Source: an optimization exercise on an open RTL-to-GDS flow (aim: small area). Production flows keep margins and buffers that such runs may drop. Only simulation tests tie the RTL to the original design; equivalence was not proved. Power and IR drop assume default switching activity.

==> flow/design.v (excerpt) <==
module tot6502(
	input  clk,
	input  enable,
	input  [7:0]dati,
	output [7:0]dato,
	output [15:0]addr,
	output rw,
	input  rst_n,
	input  irq_n,
	input  nmi_n,
	input  rdy
);
==> flow/config.mk <==
export PLATFORM = sky130hd
export DESIGN_NAME = tot6502
export DESIGN_NICKNAME = tot6502
export VERILOG_FILES = /design/flow/design.v
export SDC_FILE = /design/flow/constraint.sdc
export NUM_CORES = 4
export LEC_CHECK = 0
export ABC_AREA = 1
export CAP_MARGIN = 20
export CORE_MARGIN = 2
export CORE_UTILIZATION = 60
export SLEW_MARGIN = 20
==> flow/constraint.sdc <==
create_clock -name core_clock -period 8.5 [get_ports {clk}]
set_input_delay 1.7000 -clock core_clock [delete_from_list [all_inputs] [get_ports {clk}]]
set_output_delay 1.7000 -clock core_clock [all_outputs]
set_load 0.01 [all_outputs]
standard.sh (not shown) runs the stock make flow with config.mk's settings and CLKGATE_MAP_FILE= SYNTH_SCRIPT=/design/flow/synth_recipe.tcl, a recipe that flattens the netlist after the stock synthesis.
==> flow/flow/run.sh <==
#!/bin/bash
# The standard layout (standard.sh) with these changes:
#  - synthesis: the standard flow's own synthesis script, with only the ABC mapping script replaced by
#    flow/abc_area.script (area-oriented mapping); registers are mapped exactly as before
#  - the smallest buffer cell for the port buffers
#  - clock tree synthesis with clkbuf_8 buffers, small clusters, without dummy loads
#  - timing-driven global placement keeps none of its trial buffering
# Each tool's output goes to the logs under orfs/logs (ORFS) and to standard_sh.log.
set -e
here=$(pwd)
{ echo 'proc abc {args} { set i [lsearch $args -script]; if {$i >= 0} { lset args [expr {$i + 1}] $::env(AREA_ABC_SCRIPT) }; yosys abc {*}$args }'
  cat synth_recipe.tcl; } > synth_area.tcl
sed "s|SYNTH_SCRIPT=[^ ]*|SYNTH_SCRIPT=$here/synth_area.tcl|" standard.sh > standard_area.sh
export AREA_ABC_SCRIPT="$here/flow/abc_area.script"
export BUFFER_PORTS_ARGS="-buffer_cell sky130_fd_sc_hd__buf_1"
export CTS_ARGS="-sink_clustering_enable -repair_clock_nets -dont_use_dummy_load -buf_list sky130_fd_sc_hd__clkbuf_8 -sink_clustering_size 12 -sink_clustering_max_diameter 60"
export GPL_KEEP_OVERFLOW=0
bash standard_area.sh > standard_sh.log 2>&1
==> flow/flow/abc_area.script <==
strash
&get -n
&st
&dch -f
&nf -p -R 1000 -F 8 -A 4
&put
strash
&get -n
&st
&dch -f
&nf -p -R 1000 -F 8 -A 4
&put
topo
stime -c
dnsize -c
==> next run, changes <==
--- a/flow/flow/run.sh
+++ b/flow/flow/run.sh
@@ -6 +6,2 @@
-#  - clock tree synthesis with clkbuf_8 buffers, small clusters, without dummy loads
+#  - clock tree synthesis without dummy loads
+#  - power recovery (downsizing cells off the critical paths) after global routing
@@ -16 +17,2 @@
-export CTS_ARGS="-sink_clustering_enable -repair_clock_nets -dont_use_dummy_load -buf_list sky130_fd_sc_hd__clkbuf_8 -sink_clustering_size 12 -sink_clustering_max_diameter 60"
+export CTS_ARGS="-sink_clustering_enable -repair_clock_nets -dont_use_dummy_load"
+export RECOVER_POWER=100
==> flow/flow/abc_area.script (replaced) <==
strash
&get -n
&st
&dch -f
&nf -p -R 1000
&put
topo
stime -c
dnsize -c
- The changed run produced a layout that fails on max-capacitance violations, max-slew violations
- routed wire length decreases by 2.5%
- area after synthesis rose by 1.8%
- final cell count climbs by 2.7%
- maximum frequency grows by 3.5%
- total power rose by 10%
- worst setup slack is better by 270 ps
- register-to-register slack gets better by 270 ps
==> next run, changes <==
--- a/flow/flow/run.sh
+++ b/flow/flow/run.sh
@@ -6,2 +6 @@
-#  - clock tree synthesis without dummy loads
-#  - power recovery (downsizing cells off the critical paths) after global routing
+#  - clock tree synthesis with clkbuf_8 buffers, small clusters, without dummy loads
@@ -17,2 +16 @@
-export CTS_ARGS="-sink_clustering_enable -repair_clock_nets -dont_use_dummy_load"
-export RECOVER_POWER=100
+export CTS_ARGS="-sink_clustering_enable -repair_clock_nets -dont_use_dummy_load -buf_list sky130_fd_sc_hd__clkbuf_8 -sink_clustering_size 12 -sink_clustering_max_diameter 60"
The changed run passed the timing, design-rule and antenna checks.
Core utilization decreases by 0.65 points.
Hold slack gets better by 4.8 ps.
Non-clock buffer count does not change.
Combinational power hardly moves.
Clock-buffer cell count is unchanged.
Fmax decreases slightly.
Wire length decreases slightly.
Power decreases by a little under a tenth.
Synthesized area is unchanged.
==> next run, changes <==
--- a/flow/flow/run.sh
+++ b/flow/flow/run.sh
@@ -6 +6 @@
-#  - clock tree synthesis with clkbuf_8 buffers, small clusters, without dummy loads
+#  - clock tree synthesis without dummy loads
@@ -16 +16 @@
-export CTS_ARGS="-sink_clustering_enable -repair_clock_nets -dont_use_dummy_load -buf_list sky130_fd_sc_hd__clkbuf_8 -sink_clustering_size 12 -sink_clustering_max_diameter 60"
+export CTS_ARGS="-sink_clustering_enable -repair_clock_nets -dont_use_dummy_load"
- worst hold slack gets worse by 4.8 ps
- clock skew went down by 6.5 ps
- clock-buffer cell count does not change
- synthesized area is unchanged
- sequential share of layout area went down by 0.39 points
==> next run, changes <==
--- a/flow/flow/run.sh
+++ b/flow/flow/run.sh
@@ -6 +6 @@
-#  - clock tree synthesis without dummy loads
+#  - clock tree synthesis with clkbuf_8 buffers, small clusters, without dummy loads
@@ -16 +16 @@
-export CTS_ARGS="-sink_clustering_enable -repair_clock_nets -dont_use_dummy_load"
+export CTS_ARGS="-sink_clustering_enable -repair_clock_nets -dont_use_dummy_load -buf_list sky130_fd_sc_hd__clkbuf_8 -sink_clustering_size 12 -sink_clustering_max_diameter 60"
==> flow/flow/abc_area.script (replaced) <==
strash
&get -n
&st
&dch -f
&nf -p -R 1000
&put
strash
&get -n
&st
&dch -f
&nf -p -R 1000
&put
topo
stime -c
dnsize -c
CORE_UTILIZATION = 70   (was 60)
Utilization grows by 9.6 points.
Hold slack gets better by 39 ps.
Clock skew grows by 12 ps.

========
Another version of the RTL of tot6502 (not shown whole).
For scale: ~98 flip-flops, about 39 I/O pins, roughly 9000 um^2 of cells after synthesis.
Design tot6502, start of the top module:
module tot6502(
	input  clk,
	input  enable,
	input  [7:0]dati,
	output [7:0]dato,
	output [15:0]addr,
	output rw,
	input  rst_n,
	input  irq_n,
	input  nmi_n,
	input  rdy
);
	function [8:0]radd(input [7:0]p, input [7:0]q, input ci);
		integer k;
		reg c;
		begin
			c = ci;
			for(k = 0; k < 8; k = k + 1) begin
				radd[k] = p[k] ^ q[k] ^ c;
				c = (p[k] & q[k]) | (c & (p[k] ^ q[k]));
			end
			radd[8] = c;
		end
	endfunction
	reg [7:0]a, x, y, sp;
	reg [7:0]dl;                            
	reg fn, fv, fd, fi, fz, fc;             
	reg [15:0]pc;
	reg [15:0]ab;                            
	reg [7:0]inst;
	reg [2:0]tctr;
	reg pb;
	reg [1:0]nmi_st;
	reg nmi_p;                               
	reg [1:0]irq_st;
	reg [1:0]brk_k;                          
	wire brk_flag = brk_k == 0;
	wire [1:0]brk_v = brk_flag ? 2'd3 : brk_k;
	reg nmi_n_st;
	wire [2:0]ia = inst[7:5];
	wire [2:0]ib = inst[4:2];
	wire [1:0]ic = inst[1:0];
	wire t0 = tctr == 0;
	wire t1 = tctr == 1;
	wire t2 = tctr == 2;
	wire t3 = tctr == 3;
	wire t4 = tctr == 4;
	wire t5 = tctr == 5;
	wire t6 = tctr == 6;
	wire c0 = ic == 0;
	wire ia45 = ia[2:1] == 2;
	wire zy = ic[1] & ia45;
	wire m_indx = ib == 0 & ic[0];
	wire m_imm  = (ib == 0 & !ic[0] & (ic[1] | ia[2])) | (ib == 2 & ic[0]);
	wire m_zpg  = ib == 1;
	wire m_abs  = ib == 3 & !(c0 & ia == 3);
	wire m_rel  = ib == 4 & c0;
	wire m_indy = ib == 4 & !c0;
	wire m_zpgx = ib == 5 & !zy;
	wire m_zpgy = ib == 5 & zy;
	wire m_absy = (ib == 6 & ic[0]) | (ib == 7 & zy);
	wire m_absx = ib == 7 & !zy;
  ...
export LEC_CHECK = 0
export ABC_AREA = 1
export CAP_MARGIN = 20
export CORE_MARGIN = 2
export CORE_UTILIZATION = 60
export SLEW_MARGIN = 20
create_clock -name core_clock -period 8.5 [get_ports {clk}]
==> flow/flow/run.sh <==
#!/bin/bash
export BUFFER_PORTS_ARGS="-buffer_cell sky130_fd_sc_hd__buf_1"
bash standard.sh > standard_sh.log 2>&1
The first run passed the timing, design-rule and antenna checks.
Change:
==> flow/run.sh (new file) <==
#!/bin/bash
# synth_recipe.tcl (not shown) runs the flow's synth.tcl, then flattens the netlist and writes it again
# the make line also repeats each setting of config.mk as NAME=value (left out here)
make -C /OpenROAD-flow-scripts/flow DESIGN_CONFIG=/design/flow/config.mk WORK_HOME=/design/flow/orfs CLKGATE_MAP_FILE= SYNTH_SCRIPT=/design/flow/synth_recipe.tcl finish
- CTS_CLUSTER_SIZE: default -> 30
removed: flow/flow/run.sh
removed: flow/standard.sh
=> Fmax drops slightly; sequential cell count is unchanged; register-to-register slack got worse by 0.03 ns; utilization climbs by 1.6 points; worst setup slack got worse by 0.032 ns; clock-buffer cell count is unchanged; cell area climbs by a few percent.

========
== trial 56 ==
tot6502, a different RTL version from the one above (not shown whole).
Size: about 890 cells after synthesis, ~98 flip-flops, about 39 I/O pins.
clock: 8.5 ns
lec_check: 0
abc_area: 1
cap_margin: 20
core_margin: 2
core_utilization: 60
slew_margin: 20
==> flow/flow/run.sh <==
#!/bin/bash
# The standard layout (standard.sh) with these changes:
#  - synthesis: the standard flow's own synthesis script, with only the ABC mapping script replaced by
#    flow/abc_area.script (area-oriented mapping); registers are mapped exactly as before
#  - the smallest buffer cell for the port buffers
#  - clock tree synthesis without dummy loads
#  - power recovery (downsizing cells off the critical paths) after global routing
#  - timing-driven global placement keeps none of its trial buffering
# Each tool's output goes to the logs under orfs/logs (ORFS) and to standard_sh.log.
set -e
here=$(pwd)
{ echo 'proc abc {args} { set i [lsearch $args -script]; if {$i >= 0} { lset args [expr {$i + 1}] $::env(AREA_ABC_SCRIPT) }; yosys abc {*}$args }'
  cat synth_recipe.tcl; } > synth_area.tcl
sed "s|SYNTH_SCRIPT=[^ ]*|SYNTH_SCRIPT=$here/synth_area.tcl|" standard.sh > standard_area.sh
export AREA_ABC_SCRIPT="$here/flow/abc_area.script"
export BUFFER_PORTS_ARGS="-buffer_cell sky130_fd_sc_hd__buf_1"
export CTS_ARGS="-sink_clustering_enable -repair_clock_nets -dont_use_dummy_load"
export RECOVER_POWER=100
export GPL_KEEP_OVERFLOW=0
bash standard_area.sh > standard_sh.log 2>&1
==> flow/flow/abc_area.script <==
strash
&get -n
&st
&dch -f
&nf -p -R 1000
&put
topo
stime -c
dnsize -c
Trial 56 reached the final stage; the timing, design-rule and antenna checks on its layout passed.
The inputs of build 37 differ from those of trial 56 as listed below.
--- a/flow/flow/abc_area.script
+++ b/flow/flow/abc_area.script
@@ -8,0 +9,2 @@
+buffer -c
+upsize -c
==> comparison <==
Finished, but not clean: build 37, with capacitance limit, slew limit.
Between trial 56 and build 37, the floorplan die area is higher for build 37.
Diff trial 56..build 37 | period utilization | negligible
Comparing trial 56 and build 37, layout cell share with drive strength beyond 1 is higher on build 37.
Taking trial 56 as the reference, in build 37 design area moved up, cell count after placement level.
From build 37 to trial 56, maximum buffer depth of the clock tree did not move at all.
In the metrics for trial 56 and build 37, the one carrying the higher signed area change from the synthesized netlist to the final layout is trial 56.
Delta (build 37 minus trial 56): largest fanout on the critical path went down by 13; global-route wire length before repair went up by 210 um.

port drivers added, routing unchanged:
How much do the figures lean on ideal ports? The routed layouts below were timed once more, with nothing changed but the port constraints. Step 1 assumes that a clkbuf_16 drives the clock port and a buf_2 every other input. Step 2 adds t to the input delays and takes it off the output delays; t is the mean of the earliest and latest rising clock arrival at the registers after step 1. Input paths then give back, and output paths get back, about the clock's delay inside the block. a / b / c = no drivers / after step 1 / after step 2; a / b = the first two.
run | t, ns | slack for setup (ns) | worst setup path after step 2 | clock arrival spread, ns | pins driven straight from the clock port
the first run of note 1 | 0.419 | 0.390 / 0.390 / 0.390 | register to register | 0.024 / 0.024 | 1
the second run of note 1 | 0.394 | 0.662 / 0.662 / 0.662 | register to register | 0.018 / 0.018 | 1
the third run of note 1 | 0.419 | 0.635 / 0.635 / 0.635 | register to register | 0.025 / 0.024 | 1
the fourth run of note 1 | 0.397 | 0.629 / 0.629 / 0.629 | register to register | 0.018 / 0.018 | 1
the fifth run of note 1 | 0.433 | 0.452 / 0.452 / 0.452 | register to register | 0.029 / 0.030 | 1
the first run of note 2 | 0.411 | 0.683 / 0.683 / 0.683 | register to register | 0.013 / 0.012 | 1
the second run of note 2 | 0.406 | 0.651 / 0.651 / 0.651 | register to register | 0.013 / 0.013 | 1
trial 56 | 0.394 | 0.331 / 0.331 / 0.331 | register to register | 0.014 / 0.014 | 1
build 37 | 0.385 | 0.328 / 0.327 / 0.327 | register to register | 0.022 / 0.022 | 1
The setup slack of build 37, which loses most, moves by -0.001 ns with the drivers and by -0.001 ns with both steps.
